This design comes from an exercise in tuning for small area and a short achievable clock period on the open sky130 flow, not from production work. Function was not checked in any run shown here: the RTL went through the layout flow alone. Power figures rest on the tool's default switching activity, not on a simulated workload.

==> flow/design.v <==
module alu(
             clk_p_i,
             reset_n_i,
             data_a_i,
             data_b_i,
             inst_i,
             data_o
             );
      input           clk_p_i;
      input           reset_n_i;
      input   [7:0]   data_a_i;
      input   [7:0]   data_b_i;
      input   [2:0]   inst_i;
      output reg  [15:0]  data_o;
      reg     [7:0]    data_a_d1_r;
      reg     [7:0]    data_b_d1_r;
      reg     [2:0]    inst_d1_r;
      reg              valid_d1_r;
  wire [7:0] b_p = data_b_i;
  wire [0:0] p1_t = b_p[7];
  wire [1:0] p1_d1 = {1'b0, p1_t} - {1'b0, data_a_i[0:0]};
  wire p1_c1 = ~|data_a_i[7:1] & ~p1_d1[1];
  wire [0:0] p1_r = p1_c1 ? p1_d1[0:0] : p1_t;
  wire [7:0] b_store = (inst_i == 3'b111) ? {p1_r, data_b_i[6:0]} : data_b_i;
      wire    [7:0]    a = data_a_d1_r;
      wire    [7:0]    b = data_b_d1_r;
      wire    [2:0]    op = inst_d1_r;
      wire             inv_a = (op == 3'b001) | ((op == 3'b101) & a[7]);
      wire             use_b = (op != 3'b101);
      wire    [7:0]    x = a ^ {8{inv_a}};
      wire    [7:0]    y = b & {8{use_b}};
      wire    [8:0]    s = {1'b0, x} + {1'b0, y} + {8'd0, inv_a};
      wire             s8 = x[7] ^ y[7] ^ s[8];
      wire    [15:0]   prod;
      mul8 u_mul(.a(a), .b(b), .p(prod));
  wire [7:0] b_q = b;
  wire [7:0] q_x1 = a;
  wire [8:0] q_x2 = {a, 1'b0};
  wire [9:0] q_x3 = {2'b0, a} + {1'b0, a, 1'b0};
  wire [1:0] q2_t = {b[7:7], b_q[6]};
  wire [2:0] q2_d1 = {1'b0, q2_t} - {1'b0, a[1:0]};
  wire q2_c1 = ~|a[7:2] & ~q2_d1[2];
  wire [1:0] q2_r = q2_c1 ? q2_d1[1:0] : q2_t;
  wire [3:0] q3_t = {q2_r, b_q[5:4]};
  wire [4:0] q3_d1 = {1'b0, q3_t} - {1'b0, q_x1[3:0]};
  wire q3_c1 = (a < 8'd16) & ~q3_d1[4];
  wire [4:0] q3_d2 = {1'b0, q3_t} - {1'b0, q_x2[3:0]};
  wire q3_c2 = (a < 8'd8) & ~q3_d2[4];
  wire [4:0] q3_d3 = {1'b0, q3_t} - {1'b0, q_x3[3:0]};
  wire q3_c3 = (a < 8'd6) & ~q3_d3[4];
  wire [3:0] q3_r = q3_c3 ? q3_d3[3:0] : q3_c2 ? q3_d2[3:0] : q3_c1 ? q3_d1[3:0] : q3_t;
  wire [5:0] q5_t = {q3_r, b_q[3:2]};
  wire [6:0] q5_d1 = {1'b0, q5_t} - {1'b0, q_x1[5:0]};
  wire q5_c1 = (a < 8'd64) & ~q5_d1[6];
  wire [6:0] q5_d2 = {1'b0, q5_t} - {1'b0, q_x2[5:0]};
  wire q5_c2 = (a < 8'd32) & ~q5_d2[6];
  wire [6:0] q5_d3 = {1'b0, q5_t} - {1'b0, q_x3[5:0]};
  wire q5_c3 = (a < 8'd22) & ~q5_d3[6];
  wire [5:0] q5_r = q5_c3 ? q5_d3[5:0] : q5_c2 ? q5_d2[5:0] : q5_c1 ? q5_d1[5:0] : q5_t;
  wire [7:0] q7_t = {q5_r, b_q[1:0]};
  wire [8:0] q7_d1 = {1'b0, q7_t} - {1'b0, q_x1[7:0]};
  wire q7_c1 = 1'b1 & ~q7_d1[8];
  wire [8:0] q7_d2 = {1'b0, q7_t} - {1'b0, q_x2[7:0]};
  wire q7_c2 = (a < 8'd128) & ~q7_d2[8];
  wire [8:0] q7_d3 = {1'b0, q7_t} - {1'b0, q_x3[7:0]};
  wire q7_c3 = (a < 8'd86) & ~q7_d3[8];
  wire [7:0] q7_r = q7_c3 ? q7_d3[7:0] : q7_c2 ? q7_d2[7:0] : q7_c1 ? q7_d1[7:0] : q7_t;
  wire [7:0] rem = q7_r;
      reg     [15:0]   res;
      always @(*)
      begin
          case (op)
            3'b000,
            3'b001:  res = {{8{s8}}, s[7:0]};
            3'b010:  res = prod;
            3'b011:  res = {8'd0, a & b};
            3'b100:  res = {8'd0, a ^ b};
            3'b101:  res = {8'd0, s[7:0]};
            3'b110:  res = {8'd0, s[8:1]};
            default: res = {8'd0, rem};
          endcase
      end
      always @(posedge clk_p_i)
      begin
          data_a_d1_r <= data_a_i;
          data_b_d1_r <= b_store;
          inst_d1_r <= inst_i;
      end
      always @(posedge clk_p_i or negedge reset_n_i)
      begin
          if (reset_n_i == 1'b0)
          begin
              valid_d1_r <= 1'b0;
              data_o <= 16'd0;
          end
          else
          begin
              valid_d1_r <= 1'b1;
              data_o <= valid_d1_r ? res : 16'd0;
          end
      end
endmodule
module mul8(input [7:0] a, input [7:0] b, output [15:0] p);
  wire pp1;
  wire pp2;
  wire pp3;
  wire pp4;
  wire pp5;
  wire pp6;
  wire pp7;
  wire pp8;
  wire pp9;
  wire pp10;
  wire pp11;
  wire pp12;
  wire pp13;
  wire pp14;
  wire pp15;
  wire pp16;
  wire pp17;
  wire pp18;
  wire pp19;
  wire pp20;
  wire pp21;
  wire pp22;
  wire pp23;
  wire pp24;
  wire pp25;
  wire pp26;
  wire pp27;
  wire pp28;
  wire pp29;
  wire pp30;
  wire pp31;
  wire pp32;
  wire pp33;
  wire pp34;
  wire pp35;
  wire pp36;
  wire pp37;
  wire pp38;
  wire pp39;
  wire pp40;
  wire pp41;
  wire pp42;
  wire pp43;
  wire pp44;
  wire pp45;
  wire pp46;
  wire pp47;
  wire pp48;
  wire pp49;
  wire pp50;
  wire pp51;
  wire pp52;
  wire pp53;
  wire pp54;
  wire pp55;
  wire pp56;
  wire pp57;
  wire pp58;
  wire pp59;
  wire pp60;
  wire pp61;
  wire pp62;
  wire pp63;
  wire pp64;
  wire s65;
  wire c66;
  wire s67;
  wire c68;
  wire s69;
  wire c70;
  wire s71;
  wire c72;
  wire s73;
  wire c74;
  wire s75;
  wire c76;
  wire s77;
  wire c78;
  wire s79;
  wire c80;
  wire s81;
  wire c82;
  wire s83;
  wire c84;
  wire s85;
  wire c86;
  wire s87;
  wire c88;
  wire s89;
  wire c90;
  wire s91;
  wire c92;
  wire s93;
  wire c94;
  wire s95;
  wire c96;
  wire s97;
  wire c98;
  wire s99;
  wire c100;
  wire s101;
  wire c102;
  wire s103;
  wire c104;
  wire s105;
  wire c106;
  wire s107;
  wire c108;
  wire s109;
  wire c110;
  wire s111;
  wire c112;
  wire s113;
  wire c114;
  wire s115;
  wire c116;
  wire s117;
  wire c118;
  wire s119;
  wire c120;
  wire s121;
  wire c122;
  wire s123;
  wire c124;
  wire s125;
  wire c126;
  wire s127;
  wire c128;
  wire s129;
  wire c130;
  wire s131;
  wire c132;
  wire s133;
  wire c134;
  wire s135;
  wire c136;
  wire s137;
  wire c138;
  wire s139;
  wire c140;
  wire s141;
  wire c142;
  wire s143;
  wire c144;
  wire s145;
  wire c146;
  wire s147;
  wire c148;
  wire s149;
  wire c150;
  wire s151;
  wire c152;
  wire s153;
  wire c154;
  wire s155;
  wire c156;
  wire s157;
  wire c158;
  wire s159;
  wire c160;
  wire s161;
  wire c162;
  wire s163;
  wire c164;
  wire s165;
  wire c166;
  wire s167;
  wire c168;
  wire s169;
  wire c170;
  wire s171;
  wire c172;
  wire s173;
  wire c174;
  wire s175;
  wire c176;
  wire s177;
  wire c178;
  assign pp1 = a[0] & b[0];
  assign pp2 = a[1] & b[0];
  assign pp3 = a[2] & b[0];
  assign pp4 = a[3] & b[0];
  assign pp5 = a[4] & b[0];
  assign pp6 = a[5] & b[0];
  assign pp7 = a[6] & b[0];
  assign pp8 = a[7] & b[0];
  assign pp9 = a[0] & b[1];
  assign pp10 = a[1] & b[1];
  assign pp11 = a[2] & b[1];
  assign pp12 = a[3] & b[1];
  assign pp13 = a[4] & b[1];
  assign pp14 = a[5] & b[1];
  assign pp15 = a[6] & b[1];
  assign pp16 = a[7] & b[1];
  assign pp17 = a[0] & b[2];
  assign pp18 = a[1] & b[2];
  assign pp19 = a[2] & b[2];
  assign pp20 = a[3] & b[2];
  assign pp21 = a[4] & b[2];
  assign pp22 = a[5] & b[2];
  assign pp23 = a[6] & b[2];
  assign pp24 = a[7] & b[2];
  assign pp25 = a[0] & b[3];
  assign pp26 = a[1] & b[3];
  assign pp27 = a[2] & b[3];
  assign pp28 = a[3] & b[3];
  assign pp29 = a[4] & b[3];
  assign pp30 = a[5] & b[3];
  assign pp31 = a[6] & b[3];
  assign pp32 = a[7] & b[3];
  assign pp33 = a[0] & b[4];
  assign pp34 = a[1] & b[4];
  assign pp35 = a[2] & b[4];
  assign pp36 = a[3] & b[4];
  assign pp37 = a[4] & b[4];
  assign pp38 = a[5] & b[4];
  assign pp39 = a[6] & b[4];
  assign pp40 = a[7] & b[4];
  assign pp41 = a[0] & b[5];
  assign pp42 = a[1] & b[5];
  assign pp43 = a[2] & b[5];
  assign pp44 = a[3] & b[5];
  assign pp45 = a[4] & b[5];
  assign pp46 = a[5] & b[5];
  assign pp47 = a[6] & b[5];
  assign pp48 = a[7] & b[5];
  assign pp49 = a[0] & b[6];
  assign pp50 = a[1] & b[6];
  assign pp51 = a[2] & b[6];
  assign pp52 = a[3] & b[6];
  assign pp53 = a[4] & b[6];
  assign pp54 = a[5] & b[6];
  assign pp55 = a[6] & b[6];
  assign pp56 = a[7] & b[6];
  assign pp57 = a[0] & b[7];
  assign pp58 = a[1] & b[7];
  assign pp59 = a[2] & b[7];
  assign pp60 = a[3] & b[7];
  assign pp61 = a[4] & b[7];
  assign pp62 = a[5] & b[7];
  assign pp63 = a[6] & b[7];
  assign pp64 = a[7] & b[7];
  assign s65 = pp7 ^ pp14;
  assign c66 = pp7 & pp14;
  assign s67 = pp8 ^ pp15 ^ pp22;
  assign c68 = (pp8 & pp15) | (pp8 & pp22) | (pp15 & pp22);
  assign s69 = pp29 ^ pp36;
  assign c70 = pp29 & pp36;
  assign s71 = pp16 ^ pp23 ^ pp30;
  assign c72 = (pp16 & pp23) | (pp16 & pp30) | (pp23 & pp30);
  assign s73 = pp37 ^ pp44;
  assign c74 = pp37 & pp44;
  assign s75 = pp24 ^ pp31 ^ pp38;
  assign c76 = (pp24 & pp31) | (pp24 & pp38) | (pp31 & pp38);
  assign s77 = pp5 ^ pp12;
  assign c78 = pp5 & pp12;
  assign s79 = pp6 ^ pp13 ^ pp20;
  assign c80 = (pp6 & pp13) | (pp6 & pp20) | (pp13 & pp20);
  assign s81 = pp27 ^ pp34;
  assign c82 = pp27 & pp34;
  assign s83 = pp21 ^ pp28 ^ pp35;
  assign c84 = (pp21 & pp28) | (pp21 & pp35) | (pp28 & pp35);
  assign s85 = pp42 ^ pp49 ^ s65;
  assign c86 = (pp42 & pp49) | (pp42 & s65) | (pp49 & s65);
  assign s87 = pp43 ^ pp50 ^ pp57;
  assign c88 = (pp43 & pp50) | (pp43 & pp57) | (pp50 & pp57);
  assign s89 = s67 ^ s69 ^ c66;
  assign c90 = (s67 & s69) | (s67 & c66) | (s69 & c66);
  assign s91 = pp51 ^ pp58 ^ s71;
  assign c92 = (pp51 & pp58) | (pp51 & s71) | (pp58 & s71);
  assign s93 = s73 ^ c68 ^ c70;
  assign c94 = (s73 & c68) | (s73 & c70) | (c68 & c70);
  assign s95 = pp45 ^ pp52 ^ pp59;
  assign c96 = (pp45 & pp52) | (pp45 & pp59) | (pp52 & pp59);
  assign s97 = s75 ^ c72 ^ c74;
  assign c98 = (s75 & c72) | (s75 & c74) | (c72 & c74);
  assign s99 = pp32 ^ pp39 ^ pp46;
  assign c100 = (pp32 & pp39) | (pp32 & pp46) | (pp39 & pp46);
  assign s101 = pp53 ^ pp60 ^ c76;
  assign c102 = (pp53 & pp60) | (pp53 & c76) | (pp60 & c76);
  assign s103 = pp40 ^ pp47 ^ pp54;
  assign c104 = (pp40 & pp47) | (pp40 & pp54) | (pp47 & pp54);
  assign s105 = pp4 ^ pp11;
  assign c106 = pp4 & pp11;
  assign s107 = pp19 ^ pp26 ^ pp33;
  assign c108 = (pp19 & pp26) | (pp19 & pp33) | (pp26 & pp33);
  assign s109 = pp41 ^ s79 ^ s81;
  assign c110 = (pp41 & s79) | (pp41 & s81) | (s79 & s81);
  assign s111 = s83 ^ s85 ^ c80;
  assign c112 = (s83 & s85) | (s83 & c80) | (s85 & c80);
  assign s113 = s87 ^ s89 ^ c84;
  assign c114 = (s87 & s89) | (s87 & c84) | (s89 & c84);
  assign s115 = s91 ^ s93 ^ c88;
  assign c116 = (s91 & s93) | (s91 & c88) | (s93 & c88);
  assign s117 = s95 ^ s97 ^ c92;
  assign c118 = (s95 & s97) | (s95 & c92) | (s97 & c92);
  assign s119 = s99 ^ s101 ^ c96;
  assign c120 = (s99 & s101) | (s99 & c96) | (s101 & c96);
  assign s121 = pp61 ^ s103 ^ c100;
  assign c122 = (pp61 & s103) | (pp61 & c100) | (s103 & c100);
  assign s123 = pp48 ^ pp55 ^ pp62;
  assign c124 = (pp48 & pp55) | (pp48 & pp62) | (pp55 & pp62);
  assign s125 = pp3 ^ pp10;
  assign c126 = pp3 & pp10;
  assign s127 = pp18 ^ pp25 ^ s105;
  assign c128 = (pp18 & pp25) | (pp18 & s105) | (pp25 & s105);
  assign s129 = s77 ^ s107 ^ c106;
  assign c130 = (s77 & s107) | (s77 & c106) | (s107 & c106);
  assign s131 = c78 ^ s109 ^ c108;
  assign c132 = (c78 & s109) | (c78 & c108) | (s109 & c108);
  assign s133 = c82 ^ s111 ^ c110;
  assign c134 = (c82 & s111) | (c82 & c110) | (s111 & c110);
  assign s135 = c86 ^ s113 ^ c112;
  assign c136 = (c86 & s113) | (c86 & c112) | (s113 & c112);
  assign s137 = c90 ^ s115 ^ c114;
  assign c138 = (c90 & s115) | (c90 & c114) | (s115 & c114);
  assign s139 = c94 ^ s117 ^ c116;
  assign c140 = (c94 & s117) | (c94 & c116) | (s117 & c116);
  assign s141 = c98 ^ s119 ^ c118;
  assign c142 = (c98 & s119) | (c98 & c118) | (s119 & c118);
  assign s143 = c102 ^ s121 ^ c120;
  assign c144 = (c102 & s121) | (c102 & c120) | (s121 & c120);
  assign s145 = c104 ^ s123 ^ c122;
  assign c146 = (c104 & s123) | (c104 & c122) | (s123 & c122);
  assign s147 = pp56 ^ pp63 ^ c124;
  assign c148 = (pp56 & pp63) | (pp56 & c124) | (pp63 & c124);
  assign p[0] = pp1;
  assign s149 = pp2 ^ pp9;
  assign c150 = pp2 & pp9;
  assign p[1] = s149;
  assign s151 = pp17 ^ s125 ^ c150;
  assign c152 = (pp17 & s125) | (pp17 & c150) | (s125 & c150);
  assign p[2] = s151;
  assign s153 = s127 ^ c126 ^ c152;
  assign c154 = (s127 & c126) | (s127 & c152) | (c126 & c152);
  assign p[3] = s153;
  assign s155 = s129 ^ c128 ^ c154;
  assign c156 = (s129 & c128) | (s129 & c154) | (c128 & c154);
  assign p[4] = s155;
  assign s157 = s131 ^ c130 ^ c156;
  assign c158 = (s131 & c130) | (s131 & c156) | (c130 & c156);
  assign p[5] = s157;
  assign s159 = s133 ^ c132 ^ c158;
  assign c160 = (s133 & c132) | (s133 & c158) | (c132 & c158);
  assign p[6] = s159;
  assign s161 = s135 ^ c134 ^ c160;
  assign c162 = (s135 & c134) | (s135 & c160) | (c134 & c160);
  assign p[7] = s161;
  assign s163 = s137 ^ c136 ^ c162;
  assign c164 = (s137 & c136) | (s137 & c162) | (c136 & c162);
  assign p[8] = s163;
  assign s165 = s139 ^ c138 ^ c164;
  assign c166 = (s139 & c138) | (s139 & c164) | (c138 & c164);
  assign p[9] = s165;
  assign s167 = s141 ^ c140 ^ c166;
  assign c168 = (s141 & c140) | (s141 & c166) | (c140 & c166);
  assign p[10] = s167;
  assign s169 = s143 ^ c142 ^ c168;
  assign c170 = (s143 & c142) | (s143 & c168) | (c142 & c168);
  assign p[11] = s169;
  assign s171 = s145 ^ c144 ^ c170;
  assign c172 = (s145 & c144) | (s145 & c170) | (c144 & c170);
  assign p[12] = s171;
  assign s173 = s147 ^ c146 ^ c172;
  assign c174 = (s147 & c146) | (s147 & c172) | (c146 & c172);
  assign p[13] = s173;
  assign s175 = pp64 ^ c148 ^ c174;
  assign c176 = (pp64 & c148) | (pp64 & c174) | (c148 & c174);
  assign p[14] = s175;
  assign s177 = 1'b0 ^ c176;
  assign c178 = 1'b0 & c176;
  assign p[15] = s177;
endmodule
==> flow/run.sh <==
#!/bin/bash
# synth_recipe.tcl (not shown) runs the flow's synth.tcl, then flattens the netlist and writes it again
# the make line also repeats each setting of config.mk as NAME=value (left out here)
make -C /OpenROAD-flow-scripts/flow DESIGN_CONFIG=/design/flow/config.mk WORK_HOME=/design/flow/orfs CLKGATE_MAP_FILE= SYNTH_SCRIPT=/design/flow/synth_recipe.tcl finish
==> flow/config.mk <==
export PLATFORM = sky130hd
export DESIGN_NAME = alu
export DESIGN_NICKNAME = alu
export VERILOG_FILES = /design/flow/design.v
export SDC_FILE = /design/flow/constraint.sdc
export NUM_CORES = 4
export LEC_CHECK = 0
export CAP_MARGIN = 20
export CORE_MARGIN = 2
export CORE_UTILIZATION = 35
export SLEW_MARGIN = 20
==> flow/constraint.sdc <==
create_clock -name core_clock -period 32.0 [get_ports {clk_p_i}]
set_input_delay 6.4000 -clock core_clock [delete_from_list [all_inputs] [get_ports {clk_p_i}]]
set_output_delay 6.4000 -clock core_clock [all_outputs]
set_load 0.01 [all_outputs]
==> results of run 1 <==
[metrics by stage]
stage | utilization, % | hold slack, ps | power [mW] | setup slack, ps
2_1_floorplan | - | 637.8 | 0.2242 | 24800
4_1_cts | 39.47 | 651.2 | 0.3373 | 23810
3_5_place_dp | 38.69 | 641.2 | 0.2819 | 23840
5_1_grt | 39.47 | 693.2 | 0.3679 | 23100
6_report | 39.47 | 659.9 | 0.3364 | 23780
3_3_place_gp | 38.69 | 637.9 | 0.2823 | 24080
[placed cells by master (no fill, tap or decap), types with 4 or more instances in the layout]
cell type        Yosys  layout
inv_1              102     102
ha_1                95      95
nor2_1              87      87
a21oi_1             65      65
fa_1                60      60
nand2_1             58      58
clkdlybuf4s50_1      0      36
o21ai_0             26      26
xnor2_1             19      19
dfxtp_1             19      19
dfrtp_1             17      17
nor2b_1             13      13
nand3_1             12      12
xor2_1              12      12
nor3_1              12      12
a21o_1              11      11
o21ai_1             11      11
o21a_1              10      10
o31a_1              10      10
and2_1               8       8
mux2i_1              7       7
nand2b_1             6       6
nand3b_1             6       6
a211o_1              5       5
clkbuf_16            0       5
or2_2                4       4
o211ai_1             4       4
nand4_1              4       4
mux2_2               4       4
and3_1               4       4
a221oi_2             4       4
a21boi_0             4       4
or3_1                4       4
buf_4                2       4
[power breakdown]
group          internal [mW]  switching (mW)  total [mW]
Clock                 0.0288          0.0241      0.0529
Sequential            0.0490         0.00473      0.0537
Combinational         0.0973           0.132       0.230
[how the worst max path moves through the flow]
stage                            from                      to
6_report       data_a_d1_r[1]$_DFF_P_     data_o[7]$_DFF_PN0_
5_1_grt        data_a_d1_r[1]$_DFF_P_     data_o[7]$_DFF_PN0_
2_1_floorplan             data_a_i[3]  data_b_d1_r[7]$_DFF_P_
3_3_place_gp   data_a_d1_r[1]$_DFF_P_     data_o[7]$_DFF_PN0_
3_5_place_dp   data_a_d1_r[1]$_DFF_P_     data_o[7]$_DFF_PN0_
4_1_cts        data_a_d1_r[1]$_DFF_P_     data_o[7]$_DFF_PN0_
[area by class of cell]
cell class,count,area (um^2)
Clock inverter,3,18.77
Inverter,108,405.4
Clock buffer,5,125.1
Multi-Input combinational cell,633,5295
Sequential cell,36,805.8
Fill cell,1902,11250
Tap cell,234,292.8
Timing Repair Buffer,40,390.4
[flip-flops by register name, indices dropped and copies added (netlist names)]
signal	count
data_b_d1_r	8
data_a_d1_r	8
data_o	16
valid_d1_r	1
inst_d1_r	3
[cell families after synthesis]
kind of cell,count (synthesis)
simple gates,229
compound gates,203
fa+ha+maj,155
buf+inv,123
flops,36
xor+xnor,31
mux,14
other cells,1
[routing by layer]
layer  track usage [%]  vias up
met3             2.853       38
met5                 0        -
li1                  -     2795
met2             30.51      178
met1             27.94     2775
met4             5.474        0
[worst min-delay path, stage by stage (launching register included)]
cell,delay [ps]
dfrtp_1,490
nand2_1,100
a21oi_1,40
==> impl_results.md, run 1 <==
- CTS clk-pin slew, worst paths: 80 ps
- Max_slew headroom: 37.99%
- Largest family of logic cells by synthesized area: adder cells
- Unrepaired setup endpoints after global routing: false
- Max Fclk: 0.1216 GHz
- Hold wc startpoint: valid_d1_r$_DFF_PN0_
- Share of the synthesized area in the top cell type: 18.26%
- Synth Flop Type: dfxtp_1
- Clk Latency, worst-skew pair: 320 ps
- Ports: 37
- YS warnings: 1
- Worst stage delay on the critical path: 750 ps
- Post-synth ARST share: 47.22%
- DR WL met3: 1142 um
- # rows: 50
- Leak: 3.335 nW
- Top cells by area, synth: fa_1 18%, ha_1 18%, dfrtp_1 6.5%
- H-Tree Level Count: 2
- Yosys reg bits: 36
- Final setup skew: 23.17 ps
- Final WL: 18760 um
- Total grt overflow: 0
- Post-synth EDFFs: 0
- Critical Path Most Common Cell: ha_1
- Clock root buffer: clkbuf_16
- Final instance area: 7333 um^2
- CTS sink count: 36
- Vias per cell: 5.464
- Commonest cells in the netlist: 102 x inv_1, 95 x ha_1, 87 x nor2_1, 65 x a21oi_1, 60 x fa_1
- HP Class: flip-flop to flip-flop
- Register area share after synthesis: 12.25%
- Core box area: 18580 um^2
- PD cells: 45.87 nW/um^2
- Wirelength per Cell: 17.72 um
- Die Area: 19900 um^2
- Diode count: 0
- Setup crit start kind: flip-flop
- Worst r2r src: data_a_d1_r[1]$_DFF_P_
- Worst reg2reg endpoint: data_o[7]$_DFF_PN0_
- Yosys top cell by area: fa_1
- Die X-Extent: 141.1 um
- Antenna violations before repair: 0
- Synth Area in Compound Gates: 21.42%
- Syn avg cell area: 8.303 um^2
- Placement-stage cell area: 7189 um^2
- Remaining antenna violation count: 0
- Critical-path maximum fanout: 16
- Hold endpoint: data_o[0]$_DFF_PN0_
- Synthesized area: 6576 um^2
- MaxCap Viol Count: 0
- Remaining DRCs: 0
- Post-synthesis adder-cell area fraction: 36.34%
- Multiplexer share of the synthesized area: 2.264%
- DRT iter0 DRCs: 440
- Crit path time final: 8225 ps
- CTS tree: done
- DPL Wire Length: 14770 um
- PortBufs: 36
- Final Non-Filler Cells: 1059
- Metal2 WL: 8435 um
- Initial core utilization: 35.39%
- Nets: 1000
- Critical Path AT: 8450 ps
- Worst Path Buf+Inv: 3
- GRT Overall Usage: 19.47%
- CTS Buf Count: 5
- Post-Syn Nets: 968
- Final hold violations: 0
- Synth Area in XOR/XNOR: 4.129%
- TritonRoute pass-1 iters: 6
- Post-CTS setup buffers: 0
- Critical Path RT: 32220 ps
- Hold path cells: 2
- Peak VDD IR: 22.93 uV
- CP delay by family, top: compound AO/OA/AOI/OAI gates
- Worst R2R Path Depth: 29
- First-pass GRT wire length: 30360 um
- Status: finished clean
- Largest net degree at the start of global routing: 27
- Max-slew violations: 0
- Routability congestion estimate: 0.8936
- CP Capture Type: flip-flop
- Vias in the first global route: 5592
- Post-synth cell types: 74
- Buffer levels on the longest clock path: 2
- Share of cells above drive strength 1: 4.364%
- CTS resizes: 0
- Post-cts hold buffer count: 0
- Synth Area in Simple Gates: 16.31%
- Final setup vio count: 0
- Slowest CP cell: dfxtp_1
- Highest routed layer: met4
- Most numerous cell in the Yosys netlist: inv_1
- Levels on crit path: 29
- Setup CP Type: flip-flop to flip-flop
- Chip height: 141.1 um
- Period utilisation layout: 25.70%
- R2R Setup Slk: 23780 ps
- # placed instances: 1051
- Area growth from synthesis to layout: 11.51%
- Cells after Synth: 792
- Setup_tns: 0 ps
- Worst-margin pin slew: 930.2 ps
- Metal-1 WL: 8742 um
- Routed vias: 5786
==> run 2, diff against run 1 <==
--- a/flow/design.v
+++ b/flow/design.v
@@ -17,11 +17,18 @@
       reg     [2:0]    inst_d1_r;
       reg              valid_d1_r;
   wire [7:0] b_p = data_b_i;
-  wire [0:0] p1_t = b_p[7];
-  wire [1:0] p1_d1 = {1'b0, p1_t} - {1'b0, data_a_i[0:0]};
-  wire p1_c1 = ~|data_a_i[7:1] & ~p1_d1[1];
-  wire [0:0] p1_r = p1_c1 ? p1_d1[0:0] : p1_t;
-  wire [7:0] b_store = (inst_i == 3'b111) ? {p1_r, data_b_i[6:0]} : data_b_i;
+  wire [7:0] p_x1 = data_a_i;
+  wire [8:0] p_x2 = {data_a_i, 1'b0};
+  wire [9:0] p_x3 = {2'b0, data_a_i} + {1'b0, data_a_i, 1'b0};
+  wire [1:0] p1_t = b_p[7:6];
+  wire [2:0] p1_d1 = {1'b0, p1_t} - {1'b0, p_x1[1:0]};
+  wire p1_c1 = (data_a_i < 8'd4) & ~p1_d1[2];
+  wire [2:0] p1_d2 = {1'b0, p1_t} - {1'b0, p_x2[1:0]};
+  wire p1_c2 = (data_a_i < 8'd2) & ~p1_d2[2];
+  wire [2:0] p1_d3 = {1'b0, p1_t} - {1'b0, p_x3[1:0]};
+  wire p1_c3 = (data_a_i < 8'd2) & ~p1_d3[2];
+  wire [1:0] p1_r = p1_c3 ? p1_d3[1:0] : p1_c2 ? p1_d2[1:0] : p1_c1 ? p1_d1[1:0] : p1_t;
+  wire [7:0] b_store = (inst_i == 3'b111) ? {p1_r, data_b_i[5:0]} : data_b_i;
       wire    [7:0]    a = data_a_d1_r;
       wire    [7:0]    b = data_b_d1_r;
       wire    [2:0]    op = inst_d1_r;
@@ -37,11 +44,7 @@
   wire [7:0] q_x1 = a;
   wire [8:0] q_x2 = {a, 1'b0};
   wire [9:0] q_x3 = {2'b0, a} + {1'b0, a, 1'b0};
-  wire [1:0] q2_t = {b[7:7], b_q[6]};
-  wire [2:0] q2_d1 = {1'b0, q2_t} - {1'b0, a[1:0]};
-  wire q2_c1 = ~|a[7:2] & ~q2_d1[2];
-  wire [1:0] q2_r = q2_c1 ? q2_d1[1:0] : q2_t;
-  wire [3:0] q3_t = {q2_r, b_q[5:4]};
+  wire [3:0] q3_t = {b[7:6], b_q[5:4]};
   wire [4:0] q3_d1 = {1'b0, q3_t} - {1'b0, q_x1[3:0]};
   wire q3_c1 = (a < 8'd16) & ~q3_d1[4];
   wire [4:0] q3_d2 = {1'b0, q3_t} - {1'b0, q_x2[3:0]};
==> run 2 against run 1 <==
Effect of this change:
- power decreased by 2.9%
- die area decreased by 0.28%
- final cell count about the same
- synthesized area decreased by 0.29%
- worst hold slack improved by 23 ps
- first-iteration DRC count decreased by 29%
- final area decreased by 0.27%
- clock power decreased by 7.6%
- wire length decreased by 1.9%
- critical path type is now input port to flip-flop
- largest cell class unchanged
- highest routed layer unchanged
==> impl_results.md, run 2 <==
- Max Fclk: 0.1222 GHz (was 0.1216 GHz)
- Worst r2r src: data_a_d1_r[3]$_DFF_P_ (was data_a_d1_r[1]$_DFF_P_)
- CTS sink count: 36 (unchanged)
- Final Non-Filler Cells: 1058 (was 1059)
- Clk Latency, worst-skew pair: 290 ps (was 320 ps)
- Routability congestion estimate: 0.9223 (was 0.8936)
- FF+latch area: 805.8 um^2 (unchanged)
- Post-synth cell types: 66 (was 74)
- Critical-path maximum fanout: 4 (was 16)
- Setup CP Type: input port to flip-flop (was flip-flop to flip-flop)
- Register area share after synthesis: 12.29% (was 12.25%)
- Hold path cells: 1 (was 2)
- Final instance area: 7313 um^2 (was 7333 um^2)
- Buffer levels on the longest clock path: 2 (unchanged)
- Chip height: 140.9 um (was 141.1 um)
- Worst reg2reg endpoint: data_o[7]$_DFF_PN0_ (unchanged)
- Final WL: 18400 um (was 18760 um)
- Antenna violations before repair: 0 (unchanged)
- WHS: 683.0 ps (was 659.9 ps)
- Worst R2R Path Depth: 23 (was 29)
- Yosys top cell by area: fa_1 (unchanged)
- Crit path time final: 8184 ps (was 8225 ps)
- Biggest regs: data_o (16), data_a_d1_r (8), data_b_d1_r (8) (unchanged)
- PD cells: 44.67 nW/um^2 (was 45.87 nW/um^2)
- Post-synth EDFFs: 0 (unchanged)
- Vias in the first global route: 5870 (was 5592)
- Die X-Extent: 140.9 um (was 141.1 um)
- Synth Area in XOR/XNOR: 4.808% (was 4.129%)
- Yosys reg bits: 36 (unchanged)
- Synth Area in Compound Gates: 22.02% (was 21.42%)
- Share of the synthesized area in the top cell type: 18.62% (was 18.26%)
- Top cells by area, synth: fa_1 19%, ha_1 19%, dfrtp_1 6.5% (was fa_1 18%, ha_1 18%, dfrtp_1 6.5%)
- HP Class: flip-flop to flip-flop (unchanged)
- CTS Buf Count: 5 (unchanged)
- Peak VDD IR: 22.62 uV (was 22.93 uV)
- Slowest CP cell: clkdlybuf4s50_1 (was dfxtp_1)
- Largest net degree at the start of global routing: 25 (was 27)
- Unrepaired setup endpoints after global routing: false (unchanged)
- YS warnings: 1 (unchanged)
- DRT iter0 DRCs: 313 (was 440)
- PortBufs: 36 (unchanged)
- Final setup vio count: 0 (unchanged)
- TritonRoute pass-1 iters: 5 (was 6)
- MaxCap Viol Count: 0 (unchanged)
- Post-synth ARST share: 47.22% (unchanged)
- First-pass GRT wire length: 30770 um (was 30360 um)
- Leak: 3.323 nW (was 3.335 nW)
- Share of cells above drive strength 1: 2.913% (was 4.364%)
- Max-slew violations: 0 (unchanged)
- CTS resizes: 0 (unchanged)
- Final hold violations: 0 (unchanged)
- Cells after Synth: 791 (was 792)
- Final setup skew: 6.964 ps (was 23.17 ps)
- Most frequent cells in the layout: 98 x inv_1, 97 x ha_1, 80 x nor2_1 (was 102 x inv_1, 95 x ha_1, 87 x nor2_1)
- H-Tree Level Count: 2 (unchanged)
- Post-CTS setup buffers: 0 (unchanged)
- Remaining DRCs: 0 (unchanged)
- Commonest cells in the netlist: 98 x inv_1, 97 x ha_1, 80 x nor2_1, 62 x a21oi_1, 61 x fa_1 (was 102 x inv_1, 95 x ha_1, 87 x nor2_1, 65 x a21oi_1, 60 x fa_1)
- Largest Register: data_o (unchanged)
- Fill count: 1922 (was 1902)
- Total grt overflow: 0 (unchanged)
- Worst-margin pin slew: 902.0 ps (was 930.2 ps)
- Most common cell after layout, fill and taps aside: inv_1 (unchanged)
- Nets: 1002 (was 1000)
- CP Capture Type: flip-flop (unchanged)
- Critical Path AT: 8400 ps (was 8450 ps)
- Period utilisation layout: 25.57% (was 25.70%)
- Hold wc startpoint: valid_d1_r$_DFF_PN0_ (unchanged)
- Synthesized area: 6558 um^2 (was 6576 um^2)
- Synth Flop Type: dfxtp_1 (unchanged)
- # rows: 50 (unchanged)
- Post-cts hold buffer count: 0 (unchanged)
- Area growth from synthesis to layout: 11.52% (was 11.51%)
- Max_slew headroom: 39.65% (was 37.99%)
- Setup_tns: 0 ps (unchanged)
- Status: finished clean (unchanged)
- Routed vias: 5809 (was 5786)
- Post-synthesis adder-cell area fraction: 37.13% (was 36.34%)
- Multiplexer share of the synthesized area: 1.736% (was 2.264%)
- Clock root buffer: clkbuf_16 (unchanged)
- Ports: 37 (unchanged)
- Critical Path RT: 32220 ps (about the same)
- Setup crit start kind: input port (was flip-flop)
- Placement-stage cell area: 7172 um^2 (was 7189 um^2)
- Largest family of logic cells by synthesized area: adder cells (unchanged)
- Max reg flops: 16 (unchanged)
- CTS clk-pin slew, worst paths: 60 ps (was 80 ps)
- Wirelength per Cell: 17.40 um (was 17.72 um)
- Syn avg cell area: 8.290 um^2 (was 8.303 um^2)
- R2R Setup Slk: 24200 ps (was 23780 ps)
- Remaining antenna violation count: 0 (unchanged)
- GRT Overall Usage: 19.54% (was 19.47%)
- Diode count: 0 (unchanged)
- Die Area: 19850 um^2 (was 19900 um^2)
- Synth Area in Simple Gates: 15.19% (was 16.31%)
- Most numerous cell in the Yosys netlist: inv_1 (unchanged)
- # placed instances: 1050 (was 1051)
- Vias per cell: 5.491 (was 5.464)
- Hold endpoint: data_o[0]$_DFF_PN0_ (unchanged)
- Worst stage delay on the critical path: 490 ps (was 750 ps)
- DPL Wire Length: 14450 um (was 14770 um)
- Critical path cell sequence: clkdlybuf4s50_1, ha_1, fa_1, o311ai_0, a21oi_1, a21oi_1, o21ai_0, o21ai_0
- Area of the multi-input gates: 5308 um^2 (was 5295 um^2)
- Post-Syn Nets: 970 (was 968)
- Initial core utilization: 35.41% (was 35.39%)
- CTS tree: done (unchanged)
- Core box area: 18520 um^2 (was 18580 um^2)
==> run 2: cell types whose count changed after synthesis, sizes merged, moves of 6 or more <==
| cell | before | now |
|---|---|---|
| inv | 105 | 98 |
| a211oi | 2 | 13 |
| o21ai | 38 | 48 |
| nor2 | 87 | 80 |
| o31a | 10 | 4 |
==> run 2: worst max-delay path by stage <==
| stage | depth (start not counted) | end | slack [ps] | from |
|---|---|---|---|---|
| after CTS | 8 | data_b_d1_r[7]$_DFF_P_ | 23810 | data_a_i[0] |
| after global placement | 8 | data_b_d1_r[7]$_DFF_P_ | 23530 | data_a_i[0] |
| after detailed placement | 8 | data_b_d1_r[7]$_DFF_P_ | 23520 | data_a_i[0] |
| after floorplan | 8 | data_b_d1_r[7]$_DFF_P_ | 24170 | data_b_i[6] |
| after global routing | 9 | data_b_d1_r[7]$_DFF_P_ | 23590 | data_a_i[0] |
| final | 8 | data_b_d1_r[7]$_DFF_P_ | 23820 | data_a_i[0] |
==> run 2: layout make-up <==
cell class | instances | share of cell area (%)
Tap cell | 234 | 4.003
Clock inverter | 1 | 0.1198
Multi-Input combinational cell | 639 | 72.57
Sequential cell | 36 | 11.02
Inverter | 102 | 5.235
Timing Repair Buffer | 39 | 5.235
Clock buffer | 7 | 1.814
==> run 2: cells by family (layout without fill, tap and decap cells) <==
| group | after synthesis | after routing |
|---|---|---|
| flip-flops | 36 | 36 |
| buffers and inverters | 116 | 149 |
| multiplexers | 11 | 11 |
| other | 1 | 1 |
| AND/OR/NAND/NOR | 218 | 218 |
| adder cells (fa/ha/maj) | 158 | 158 |
| AO/OA/AOI/OAI | 215 | 215 |
| XOR/XNOR | 36 | 36 |
==> run 2: layer usage <==
metal  vias to the layer above  routed length, um  GRT usage, %
li1                       2807                  -             -
met1                      2802               8625         27.56
met2                       162               8441         32.09
met3                        38                918         2.446
met4                         0                418         4.474
met5                         -                  0             0
==> run 2: per-stage QoR <==
step | power [mW] | setup WS, ps | utilization [%]
after floorplan | 0.2221 | 24170 | -
after global placement | 0.2757 | 23530 | 38.73
after detailed placement | 0.2766 | 23520 | 38.73
after CTS | 0.3271 | 23810 | 39.49
after global routing | 0.3626 | 23590 | 39.49
final | 0.3267 | 23820 | 39.49
==> run 2: power by group <==
group	switching [mW]	internal (mW)	leakage, nW
logic	0.128	0.0948	2.87
clock network	0.0198	0.0291	0.0681
registers	0.00603	0.0493	0.386
==> run 2: critical path: cells and delay by family <==
| kind | cells | cell delay [ps] |
|---|---|---|
| buffers and inverters | 1 | 490 |
| AOI/OAI and AO/OA | 5 | 770 |
| adders and majority gates | 2 | 730 |
==> run 3, diff against run 2 <==
==> flow/flow/run.sh (new file) <==
#!/bin/bash
set -euo pipefail
bash standard.sh BUFFER_PORTS_ARGS="-buffer_cell sky130_fd_sc_hd__buf_2" SETUP_SLACK_MARGIN=24 TNS_END_PERCENT=0 finish > make_finish.log 2>&1
==> flow/standard.sh (new file) <==
#!/bin/bash
# synth_recipe.tcl (not shown) runs the flow's synth.tcl, then flattens the netlist and writes it again
# the make line also repeats each setting of config.mk as NAME=value (left out here)
make -C /OpenROAD-flow-scripts/flow DESIGN_CONFIG=/design/flow/config.mk WORK_HOME=/design/flow/orfs CLKGATE_MAP_FILE= SYNTH_SCRIPT=/design/flow/synth_recipe.tcl "${@:-finish}"
removed: flow/run.sh
==> run 3 against run 2 <==
Effect of this change:
- sequential power shrank 0.7%
- sequential share of layout area grew 0.23 points
- clock power shrank 0.8%
- critical path depth is the same
- final area shrank 2.1%
- combinational power is essentially flat
- non-clock buffer count grew 3
- synthesized area is the same
- final cell count grew 0.28%
- critical endpoint unchanged
- largest power group unchanged
- highest routed layer unchanged
==> impl_results.md, run 3 <==
- Setup crit start kind: input port (unchanged)
- CTS tree: done (unchanged)
- Peak VDD IR: 32.99 uV (was 22.62 uV)
- Worst stage delay on the critical path: 450 ps (was 490 ps)
- TritonRoute pass-1 iters: 5 (unchanged)
- R2R Setup Slk: 24590 ps (was 24200 ps)
- Commonest cells in the netlist: 98 x inv_1, 97 x ha_1, 80 x nor2_1, 62 x a21oi_1, 61 x fa_1 (unchanged)
- Routed vias: 5793 (was 5809)
- # rows: 50 (unchanged)
- Critical path cell sequence: buf_2, ha_1, fa_1, o311ai_0, a21oi_1, a21oi_1, o21ai_0, o21ai_0 (was clkdlybuf4s50_1, ha_1, fa_1, o311ai_0, a21oi_1, a21oi_1, o21ai_0, o21ai_0)
- Largest net degree at the start of global routing: 25 (unchanged)
- Antenna violations before repair: 0 (unchanged)
- Most frequent cells in the layout: 97 x inv_1, 97 x ha_1, 80 x nor2_1 (was 98 x inv_1, 97 x ha_1, 80 x nor2_1)
- Post-synth ARST share: 47.22% (unchanged)
- Largest Register: data_o (unchanged)
- Area growth from synthesis to layout: 9.216% (was 11.52%)
- Fill count: 1919 (was 1922)
- Remaining antenna violation count: 0 (unchanged)
- Core box area: 18520 um^2 (unchanged)
- Crit path time final: 7782 ps (was 8184 ps)
- Diode count: 0 (unchanged)
- Total grt overflow: 0 (unchanged)
- Worst Path Buf+Inv: 1 (unchanged)
- Post-Syn Nets: 970 (unchanged)
- Yosys reg bits: 36 (unchanged)
- Top cells by area, synth: fa_1 19%, ha_1 19%, dfrtp_1 6.5% (unchanged)
- # placed instances: 1050 (unchanged)
- First-pass GRT wire length: 29790 um (was 30770 um)
- CTS Buf Count: 5 (unchanged)
- Share of cells above drive strength 1: 7.981% (was 2.913%)
- Slowest CP cell: fa_1 (was clkdlybuf4s50_1)
- Vias per cell: 5.460 (was 5.491)
- Setup CP Type: input port to flip-flop (unchanged)
- Most numerous cell in the Yosys netlist: inv_1 (unchanged)
- Setup_tns: 0 ps (unchanged)
- Critical Path AT: 8000 ps (was 8400 ps)
- DPL Wire Length: 14340 um (was 14450 um)
- Yosys top cell by area: fa_1 (unchanged)
- Final WL: 18280 um (was 18400 um)
- Synth Flop Type: dfxtp_1 (unchanged)
- Clk Latency, worst-skew pair: 290 ps (about the same)
- Die X-Extent: 140.9 um (unchanged)
- Clock root buffer: clkbuf_16 (unchanged)
- Critical Path RT: 32220 ps (about the same)
- Ports: 37 (unchanged)
- Syn avg cell area: 8.290 um^2 (unchanged)
- DRT iter0 DRCs: 381 (was 313)
- Initial core utilization: 35.41% (unchanged)
- Cells after Synth: 791 (unchanged)
- Max reg flops: 16 (unchanged)
- Period utilisation layout: 24.32% (was 25.57%)
- Worst-margin pin slew: 886.4 ps (was 902.0 ps)
- Critical-path maximum fanout: 4 (unchanged)
- Remaining DRCs: 0 (unchanged)
- Chip height: 140.9 um (unchanged)
- Share of the synthesized area in the top cell type: 18.62% (unchanged)
- Final setup vio count: 0 (unchanged)
- PD cells: 45.28 nW/um^2 (was 44.67 nW/um^2)
- Post-synth cell types: 66 (unchanged)
- HP Class: flip-flop to flip-flop (unchanged)
- Area of the multi-input gates: 5308 um^2 (unchanged)
- Final setup skew: 4.452 ps (was 6.964 ps)
- Vias in the first global route: 5798 (was 5870)
- MaxCap Viol Count: 0 (unchanged)
- Buffer levels on the longest clock path: 2 (unchanged)
- Unrepaired setup endpoints after global routing: false (unchanged)
- Post-cts hold buffer count: 0 (unchanged)
- CP delay by family, top: compound AO/OA/AOI/OAI gates (unchanged)
- Nets: 1005 (was 1002)
- Max Fclk: 0.1285 GHz (was 0.1222 GHz)
- Register area share after synthesis: 12.29% (unchanged)
- GRT Overall Usage: 18.83% (was 19.54%)
- H-Tree Level Count: 2 (unchanged)
- Final hold violations: 0 (unchanged)
- Final Non-Filler Cells: 1061 (was 1058)
- Biggest regs: data_o (16), data_a_d1_r (8), data_b_d1_r (8) (unchanged)
- Leak: 3.363 nW (was 3.323 nW)
- Routability congestion estimate: 0.9257 (was 0.9223)
- FF+latch area: 805.8 um^2 (unchanged)
- Post-synth EDFFs: 0 (unchanged)
- Synthesized area: 6558 um^2 (unchanged)
- CTS sink count: 36 (unchanged)
- Max_slew headroom: 40.69% (was 39.65%)
- Status: finished clean (unchanged)
- CTS clk-pin slew, worst paths: 60 ps (about the same)
- PortBufs: 36 (unchanged)
- Max-slew violations: 0 (unchanged)
- Die Area: 19850 um^2 (unchanged)
- YS warnings: 1 (unchanged)
- CP Capture Type: flip-flop (unchanged)
- Wirelength per Cell: 17.23 um (was 17.40 um)
## run 3: kinds of logic (layout without fill, tap and decap cells)
group | after synthesis | in the layout | synth area share (%)
AND/OR/NAND/NOR | 218 | 218 | 15.19
AO/OA/AOI/OAI | 215 | 215 | 22.02
adder cells (fa/ha/maj) | 158 | 158 | 37.13
buffers and inverters | 116 | 152 | 6.774
XOR/XNOR | 36 | 36 | 4.808
flip-flops | 36 | 36 | 12.29
multiplexers | 11 | 11 | 1.736
other | 1 | 1 | 0.05719
## run 3: metrics by stage
| step | area (um^2) | util, % | hold WS (ps) | worst slack [ps] | power (mW) |
|---|---|---|---|---|---|
| floorplan | 6558 | - | 542.1 | 24170 | 0.2221 |
| global placement | 6992 | 37.76 | 657.2 | 23940 | 0.2720 |
| detailed placement | 6992 | 37.76 | 656.0 | 23940 | 0.2738 |
| CTS | 7136 | 38.53 | 674.3 | 24240 | 0.3239 |
| global route | 7162 | 38.68 | 698.6 | 24080 | 0.3568 |
| finish | 7162 | 38.68 | 680.2 | 24220 | 0.3243 |
## run 3: final timing paths
path,endpoint,startpoint,cells past startpoint
setup / recovery,data_b_d1_r[7]$_DFF_P_,data_a_i[0],8
hold / removal,data_o[0]$_DFF_PN0_,valid_d1_r$_DFF_PN0_,1
setup reg to reg,data_o[4]$_DFF_PN0_,data_a_d1_r[3]$_DFF_P_,26
hold reg to reg,data_o[0]$_DFF_PN0_,valid_d1_r$_DFF_PN0_,1
max in group asynchronous,data_o[5]$_DFF_PN0_,reset_n_i,1
min in group asynchronous,data_o[15]$_DFF_PN0_,reset_n_i,1
## run 3: layout make-up
type	instances	share of cell area [%]
multi-input combinational	639	74.11
tap	234	4.088
sequential	36	11.25
inverter	102	5.398
timing repair buffer	42	3.145
clock inverter	3	0.2621
clock buffer	5	1.747
## run 3: routing by layer
metal | up-vias | share of wire (%) | GRT usage [%]
li1 | 2802 | - | -
met1 | 2800 | 48 | 26.80
met2 | 157 | 45 | 30.86
met3 | 34 | 5.1 | 2.140
met4 | 0 | 2.3 | 4.211
met5 | - | 0 | 0
## run 3: power breakdown
group	leakage (nW)	total [mW]	switching, mW	internal, mW
sequential	0.386	0.0549	0.00569	0.0493
clock	0.0736	0.0485	0.0198	0.0287
combinational	2.90	0.221	0.129	0.0920
total	3.36	0.324	0.154	0.170
## run 3: timing repair
action | in CTS | in global routing
buffers inserted | 0 | 3
setup endpoints to repair | 0 | 3
resized for setup | 0 | 2
==> run 4, diff against run 3 <==
==> flow/flow/run.sh (replaced) <==
#!/bin/bash
set -euo pipefail
bash standard.sh BUFFER_PORTS_ARGS="-buffer_cell sky130_fd_sc_hd__buf_2" SETUP_SLACK_MARGIN=25 TNS_END_PERCENT=0 finish > make_finish.log 2>&1
==> run 4 against run 3 <==
Effect of this change:
- power increased by 0.28%
- first-iteration DRC count decreased by 10%
- count of clock-buffer cells in the layout unchanged
- critical path type unchanged
- global-route usage increased by 0.30 points
- utilization increased by 0.59 points
- sequential power about the same
- die area unchanged
- via count increased by 0.48%
==> impl_results.md, run 4 <==
- Status: finished clean (unchanged)
- CP Capture Type: flip-flop (unchanged)
- Routability congestion estimate: 0.9418 (was 0.9257)
- Post-cts hold buffer count: 0 (unchanged)
- Worst-margin pin slew: 943.0 ps (was 886.4 ps)
- Setup CP Type: input port to flip-flop (unchanged)
- Core box area: 18520 um^2 (unchanged)
- Die X-Extent: 140.9 um (unchanged)
- Remaining antenna violation count: 0 (unchanged)
- DPL Wire Length: 14350 um (was 14340 um)
- TritonRoute pass-1 iters: 5 (unchanged)
- Antenna violations before repair: 0 (unchanged)
- Final Util: 39.26% (was 38.68%)
- Crit path time final: 7536 ps (was 7782 ps)
- Setup_tns: 0 ps (unchanged)
- Post-synth EDFFs: 0 (unchanged)
- DRT iter0 DRCs: 341 (was 381)
- Synth Flop Type: dfxtp_1 (unchanged)
- Tot Pwr: 325.2 uW (was 324.3 uW)
- Yosys top cell by area: fa_1 (unchanged)
- Post-Syn Nets: 970 (unchanged)
- Final hold violations: 0 (unchanged)
- Yosys reg bits: 36 (unchanged)
- Top cells by area, synth: fa_1 19%, ha_1 19%, dfrtp_1 6.5% (unchanged)
- CTS Buf Count: 5 (unchanged)
- Worst stage delay on the critical path: 400 ps (was 450 ps)
- Total grt overflow: 0 (unchanged)
- Leak: 3.380 nW (was 3.363 nW)
- Place WS: 24060 ps (was 23940 ps)
- Clk Latency, worst-skew pair: 290 ps (about the same)
- Post-synth ARST share: 47.22% (unchanged)
- Final WL: 18440 um (was 18280 um)
- Clock root buffer: clkbuf_16 (unchanged)
- Critical path cell sequence: buf_8, inv_12, ha_4, fa_2, o21ai_2, o311ai_2, a21oi_1, a21oi_1, o21ai_1, o21ai_1 (was buf_2, ha_1, fa_1, o311ai_0, a21oi_1, a21oi_1, o21ai_0, o21ai_0)
- CTS clk-pin slew, worst paths: 60 ps (about the same)
- Largest net degree at the start of global routing: 25 (unchanged)
- HP Class: flip-flop to flip-flop (unchanged)
- Chip height: 140.9 um (unchanged)
- Cells after Synth: 791 (unchanged)
- Vias in the first global route: 5691 (was 5798)
- Synthesized area: 6558 um^2 (unchanged)
- H-Tree Level Count: 2 (unchanged)
- Share of the synthesized area in the top cell type: 18.62% (unchanged)
- Area growth from synthesis to layout: 10.88% (was 9.216%)
- Critical Path AT: 7710 ps (was 8000 ps)
- Diode count: 0 (unchanged)
- Initial core utilization: 35.41% (unchanged)
- Vias per cell: 5.466 (was 5.460)
- Routed vias: 5821 (was 5793)
- Period utilisation layout: 23.55% (was 24.32%)
- First-pass GRT wire length: 30060 um (was 29790 um)
- Critical-path maximum fanout: 4 (unchanged)
- Unrepaired setup endpoints after global routing: true (was false)
- Post-synth cell types: 66 (unchanged)
- Wirelength per Cell: 17.32 um (was 17.23 um)
- GRT Overall Usage: 19.14% (was 18.83%)
- Die Area: 19850 um^2 (unchanged)
- Fill count: 1918 (was 1919)
- PortBufs: 36 (unchanged)
- PD cells: 44.73 nW/um^2 (was 45.28 nW/um^2)
- MaxCap Viol Count: 0 (unchanged)
- Critical Path RT: 32170 ps (was 32220 ps)
- Remaining DRCs: 0 (unchanged)
- YS warnings: 1 (unchanged)
- Final setup skew: 4.919 ps (was 4.452 ps)
- Final setup margin: 24460 ps (was 24220 ps)
- CP delay by family, top: compound AO/OA/AOI/OAI gates (unchanged)
- Syn avg cell area: 8.290 um^2 (unchanged)
- Share of cells above drive strength 1: 9.868% (was 7.981%)
- Commonest cells in the netlist: 98 x inv_1, 97 x ha_1, 80 x nor2_1, 62 x a21oi_1, 61 x fa_1 (unchanged)
- Most common cell after layout, fill and taps aside: ha_1
- Buffer levels on the longest clock path: 2 (unchanged)
- Nets: 1009 (was 1005)
- Slowest CP cell: fa_2 (was fa_1)
- Most frequent cells in the layout: 96 x ha_1, 94 x inv_1, 80 x nor2_1 (was 97 x inv_1, 97 x ha_1, 80 x nor2_1)
- Max-slew violations: 0 (unchanged)
- Largest Register: data_o (unchanged)
- Most numerous cell in the Yosys netlist: inv_1 (unchanged)
- Setup crit start kind: input port (unchanged)
- CTS sink count: 36 (unchanged)
- CTS tree: done (unchanged)
- Max_slew headroom: 36.90% (was 40.69%)
- Biggest regs: data_o (16), data_a_d1_r (8), data_b_d1_r (8) (unchanged)
- Max reg flops: 16 (unchanged)
- Worst Path Buf+Inv: 2 (was 1)
- Max Fclk: 0.1327 GHz (was 0.1285 GHz)
- Final setup vio count: 0 (unchanged)
- # rows: 50 (unchanged)
- Register area share after synthesis: 12.29% (unchanged)
- Peak VDD IR: 20.46 uV (was 32.99 uV)
- Ports: 37 (unchanged)
run 4: changes by cell type in the layout (fill, tap and decap cells not counted), moves of 2 or more:
| cell | previous run | this run |
|---|---|---|
| buf_4 | 6 | 10 |
| inv_1 | 97 | 94 |
| o21ai_0 | 46 | 43 |
| buf_2 | 36 | 34 |
| dfxtp_1 | 19 | 17 |
| dfxtp_2 | 0 | 2 |
| o21ai_1 | 1 | 3 |
| o311ai_2 | 0 | 2 |
run 4: kinds of logic after synthesis:
kind of cell               count (synthesis)  share of synthesized area, %
xor gates and xnor gates                  36                         4.808
DFF                                       36                         12.29
AOI/OAI and AO/OA                        215                         22.02
and+or+nand+nor                          218                         15.19
buffers and inverters                    116                         6.774
adders and majority gates                158                         37.13
muxes                                     11                         1.736
other                                      1                       0.05719
run 4: repair_timing:
item                       in CTS  in global routing
pin swaps                       5                  2
setup endpoints to repair      29                 29
buffers inserted                0                  7
resized for setup               8                  8
run 4: worst paths after layout:
check	from	endpoint	slack, ps	cells after the start
setup / recovery	data_b_i[6]	data_b_d1_r[7]$_DFF_P_	24460	10
min in group asynchronous	reset_n_i	data_o[13]$_DFF_PN0_	6060	1
hold / removal	valid_d1_r$_DFF_PN0_	data_o[0]$_DFF_PN0_	670	1
max in group asynchronous	reset_n_i	data_o[2]$_DFF_PN0_	25620	1
hold reg to reg	valid_d1_r$_DFF_PN0_	data_o[0]$_DFF_PN0_	670	1
setup reg to reg	data_a_d1_r[2]$_DFF_P_	data_o[14]$_DFF_PN0_	24800	21
run 4: power breakdown:
| group | switching (mW) | leakage [nW] | internal (mW) |
|---|---|---|---|
| registers | 0.00581 | 0.386 | 0.0493 |
| clock network | 0.0194 | 0.0736 | 0.0287 |
| logic | 0.129 | 2.92 | 0.0929 |
| total | 0.154 | 3.38 | 0.171 |
run 4: layout make-up:
class / instances / area [um^2] / share of cell area, %
clock buffers: 5 / 125.1 / 1.721
clock inverters: 3 / 18.77 / 0.2581
inverters: 102 / 402.9 / 5.541
multi-input cells: 639 / 5351 / 73.60
flip-flops and latches: 36 / 808.3 / 11.12
well taps: 234 / 292.8 / 4.027
repair buffers: 46 / 271.5 / 3.734
run 4: routing by layer:
metal	up-vias	part of all wire [%]	GRT usage, %
li1	2818	-	-
met1	2816	47	26.84
met2	161	46	31.63
met3	26	6.0	2.921
met4	0	1.5	3.526
met5	-	0	0
run 4: per-stage QoR:
stage | hold slack (ps) | cells | instance area (um^2)
5_1_grt | 682.3 | 1065 | 7271
3_5_place_dp | 659.1 | 1050 | 7019
2_1_floorplan | 542.1 | 791 | 6585
6_report | 674.0 | 1065 | 7271
4_1_cts | 664.2 | 1058 | 7191
3_3_place_gp | 654.1 | 1050 | 7019
==> run 5, diff against run 4 <==
--- a/flow/config.mk
+++ b/flow/config.mk
@@ -7,5 +7,5 @@
 export LEC_CHECK = 0
 export CAP_MARGIN = 20
 export CORE_MARGIN = 2
-export CORE_UTILIZATION = 35
+export CORE_UTILIZATION = 60
 export SLEW_MARGIN = 20
==> run 5 against run 4 <==
Effect of this change:
- global-route usage up 13 points
- fmax down 0.37%
- clock power down 29%
- largest cell class unchanged
- synthesized area unchanged
- combinational power about the same
- final cell count down 8.7%
- clock skew up 3.3 ps
- flip-flop and latch count unchanged
- critical path depth down 1
- power down 4.3%
- final area down 1.8%
- die area down 41%
==> impl_results.md, run 5 <==
- GRT Overall Usage: 32.63% (was 19.14%)
- # rows: 38 (was 50)
- R2R Setup Slk: 24790 ps (was 24800 ps)
- Final hold violations: 0 (unchanged)
- Tot Pwr: 311.3 uW (was 325.2 uW)
- Max-slew violations: 0 (unchanged)
- Slowest CP cell: fa_2 (unchanged)
- CTS clk-pin slew, worst paths: 80 ps (was 60 ps)
- CP Capture Type: flip-flop (unchanged)
- Final setup skew: 8.236 ps (was 4.919 ps)
- Diode count: 0 (unchanged)
- Core box area: 10750 um^2 (was 18520 um^2)
- Unrepaired setup endpoints after global routing: true (unchanged)
- Yosys reg bits: 36 (unchanged)
- # placed instances: 954 (was 1050)
- Synthesized area: 6558 um^2 (unchanged)
- Final WL: 18070 um (was 18440 um)
- Initial core utilization: 61.03% (was 35.41%)
- Top cells by area, synth: fa_1 19%, ha_1 19%, dfrtp_1 6.5% (unchanged)
- Final Non-Filler Cells: 972 (was 1065)
- CTS Buf Count: 5 (unchanged)
- Final instance area: 7142 um^2 (was 7271 um^2)
- Antenna violations before repair: 0 (unchanged)
- Critical Path AT: 7810 ps (was 7710 ps)
- Nets: 1010 (was 1009)
- Max reg flops: 16 (unchanged)
- Setup_tns: 0 ps (unchanged)
- Remaining DRCs: 0 (unchanged)
- Placement-stage cell area: 6887 um^2 (was 7019 um^2)
- Buffer levels on the longest clock path: 2 (unchanged)
- MaxCap Viol Count: 0 (unchanged)
- Yosys top cell by area: fa_1 (unchanged)
- Critical path cell sequence: buf_8, inv_12, ha_4, fa_2, o311ai_4, a21oi_2, a21oi_2, o21ai_1, o21ai_1 (was buf_8, inv_12, ha_4, fa_2, o21ai_2, o311ai_2, a21oi_1, a21oi_1, o21ai_1, o21ai_1)
- YS warnings: 1 (unchanged)
- Post-synth EDFFs: 0 (unchanged)
- Area growth from synthesis to layout: 8.911% (was 10.88%)
- Most numerous cell in the Yosys netlist: inv_1 (unchanged)
- DPL Wire Length: 14100 um (was 14350 um)
- Post-synth ARST share: 47.22% (unchanged)
- Max_slew headroom: 42.70% (was 36.90%)
- First-pass GRT wire length: 29440 um (was 30060 um)
- CTS tree: done (unchanged)
- Synth Flop Type: dfxtp_1 (unchanged)
- Chip height: 108.5 um (was 140.9 um)
- Place WS: 23930 ps (was 24060 ps)
- Final setup margin: 24440 ps (was 24460 ps)
- Setup crit start kind: input port (unchanged)
- Register area share after synthesis: 12.29% (unchanged)
- Post-Syn Nets: 970 (unchanged)
- Routed vias: 5949 (was 5821)
- Final setup vio count: 0 (unchanged)
- Setup CP Type: input port to flip-flop (unchanged)
- Crit path time final: 7564 ps (was 7536 ps)
- Total grt overflow: 0 (unchanged)
- Vias per cell: 6.120 (was 5.466)
- Critical Path RT: 32250 ps (was 32170 ps)
- Die X-Extent: 108.5 um (was 140.9 um)
- Critical-path maximum fanout: 2 (was 4)
- Most frequent cells in the layout: 96 x ha_1, 94 x inv_1, 80 x nor2_1 (unchanged)
- PD cells: 43.59 nW/um^2 (was 44.73 nW/um^2)
- Share of cells above drive strength 1: 10.22% (was 9.868%)
- Wirelength per Cell: 18.59 um (was 17.32 um)
- Peak VDD IR: 22.83 uV (was 20.46 uV)
- HP Class: flip-flop to flip-flop (unchanged)
- Remaining antenna violation count: 0 (unchanged)
- TritonRoute pass-1 iters: 5 (unchanged)
- Share of the synthesized area in the top cell type: 18.62% (unchanged)
- Die Area: 11780 um^2 (was 19850 um^2)
- Largest Register: data_o (unchanged)
- H-Tree Level Count: 2 (unchanged)
- Final Util: 66.46% (was 39.26%)
- Ports: 37 (unchanged)
- Max Fclk: 0.1322 GHz (was 0.1327 GHz)
- Vias in the first global route: 5858 (was 5691)
- Leak: 3.365 nW (was 3.380 nW)
- DRT iter0 DRCs: 401 (was 341)
- PortBufs: 36 (unchanged)
- Clk Latency, worst-skew pair: 310 ps (was 290 ps)
- Most common cell after layout, fill and taps aside: ha_1 (unchanged)
- Syn avg cell area: 8.290 um^2 (unchanged)
- Commonest cells in the netlist: 98 x inv_1, 97 x ha_1, 80 x nor2_1, 62 x a21oi_1, 61 x fa_1 (unchanged)
- Largest net degree at the start of global routing: 25 (unchanged)
- Status: finished clean (unchanged)
- CTS sink count: 36 (unchanged)
- Period utilisation layout: 23.64% (was 23.55%)
- Clock root buffer: clkbuf_8 (was clkbuf_16)
- Biggest regs: data_o (16), data_a_d1_r (8), data_b_d1_r (8) (unchanged)
- Worst-margin pin slew: 856.3 ps (was 943.0 ps)
- Post-synth cell types: 66 (unchanged)
- Worst stage delay on the critical path: 480 ps (was 400 ps)
- Cells after Synth: 791 (unchanged)
- Routability congestion estimate: 0.9717 (was 0.9418)
- WHS: 683.9 ps (was 674.0 ps)
- Post-cts hold buffer count: 0 (unchanged)
run 5: cell counts after synthesis:
Identical to the previous run, type by type.
run 5: path summary, 6_finish.rpt:
| kind | from | to | depth (start not counted) |
|---|---|---|---|
| max | data_b_i[6] | data_b_d1_r[7]$_DFF_P_ | 9 |
| min | valid_d1_r$_DFF_PN0_ | data_o[0]$_DFF_PN0_ | 1 |
| max reg2reg | data_a_d1_r[1]$_DFF_P_ | data_o[0]$_DFF_PN0_ | 25 |
| min reg2reg | valid_d1_r$_DFF_PN0_ | data_o[0]$_DFF_PN0_ | 1 |
| max in group asynchronous | reset_n_i | data_o[6]$_DFF_PN0_ | 1 |
| min in group asynchronous | reset_n_i | data_o[3]$_DFF_PN0_ | 1 |
run 5: report_power, final:
| group | total [mW] | internal, mW | switching [mW] | leakage, nW |
|---|---|---|---|---|
| Combinational | 0.222 | 0.0932 | 0.129 | 2.93 |
| Sequential | 0.0552 | 0.0492 | 0.00607 | 0.386 |
| Clock | 0.0343 | 0.0152 | 0.0191 | 0.0479 |
run 5: timing repair:
action                                  4_1_cts  5_1_grt
gates resized for setup                      13       10
pin swaps                                     7        3
buffers inserted                              4        6
endpoints found under the setup margin       29       29
run 5: final cells by class:
| cell class | count | area, um^2 |
|---|---|---|
| Tap cell | 140 | 175.2 |
| Sequential cell | 36 | 807.0 |
| Inverter | 102 | 402.9 |
| Clock buffer | 5 | 68.82 |
| Clock inverter | 3 | 18.77 |
| Fill cell | 958 | 3603 |
| Timing Repair Buffer | 47 | 281.5 |
| Multi-Input combinational cell | 639 | 5388 |
run 5: logic make-up (layout without fill, tap and decap cells):
family / count (synthesis) / in the layout / synth area share (%)
AND/OR/NAND/NOR: 218 / 218 / 15.19
AO/OA/AOI/OAI: 215 / 215 / 22.02
adder cells (fa/ha/maj): 158 / 158 / 37.13
multiplexers: 11 / 11 / 1.736
other: 1 / 1 / 0.05719
flip-flops: 36 / 36 / 12.29
buffers and inverters: 116 / 157 / 6.774
XOR/XNOR: 36 / 36 / 4.808
run 5: critical path: cells and delay by family:
family	cells	cell delay, ps
adders and majority gates	2	630
AOI/OAI and AO/OA	5	660
buffers and inverters	2	120
run 5: layer usage:
metal / up-vias / routed length (um) / global-route usage (%)
met1: 2934 / 8211 / 45.67
met3: 21 / 997 / 3.737
met2: 180 / 8617 / 54.02
met5: - / 0 / 0
met4: 0 / 242 / 7.784
li1: 2814 / - / -

==> re-timing with driven ports <==
The results above use ideal ports. As a check the final layouts listed here were re-extracted and re-timed, cells and wires unchanged. Step 1 (the two cells are an assumption about what drives the block):
set clk [get_ports {clk_p_i}]
set_driving_cell -lib_cell sky130_fd_sc_hd__clkbuf_16 $clk
set_driving_cell -lib_cell sky130_fd_sc_hd__buf_2 [delete_from_list [all_inputs] $clk]
Step 2, shift: input delay + t, output delay - t, t = (earliest + latest rising clock arrival at the registers) / 2. This alone moves slack from input paths to output paths. Slacks: ideal / step 1 / step 2; pairs: ideal / step 1.
run | shift t [ns] | setup slack, ns | worst setup path at the end | cell pins on the clock port's net
run 1 | 0.349 | 23.775 / 23.775 / 23.775 | register to register | 1
run 2 | 0.326 | 23.816 / 23.828 / 23.503 | input to register | 1
run 3 | 0.319 | 24.218 / 24.230 / 23.911 | input to register | 1
run 4 | 0.324 | 24.464 / 24.456 / 24.133 | input to register | 1
run 5 | 0.342 | 24.436 / 24.417 / 24.075 | input to register | 1
After both steps every run listed still meets setup and hold. For run 5, which loses most, drivers alone change the setup slack by -0.019 ns; drivers and shift together by -0.361 ns.
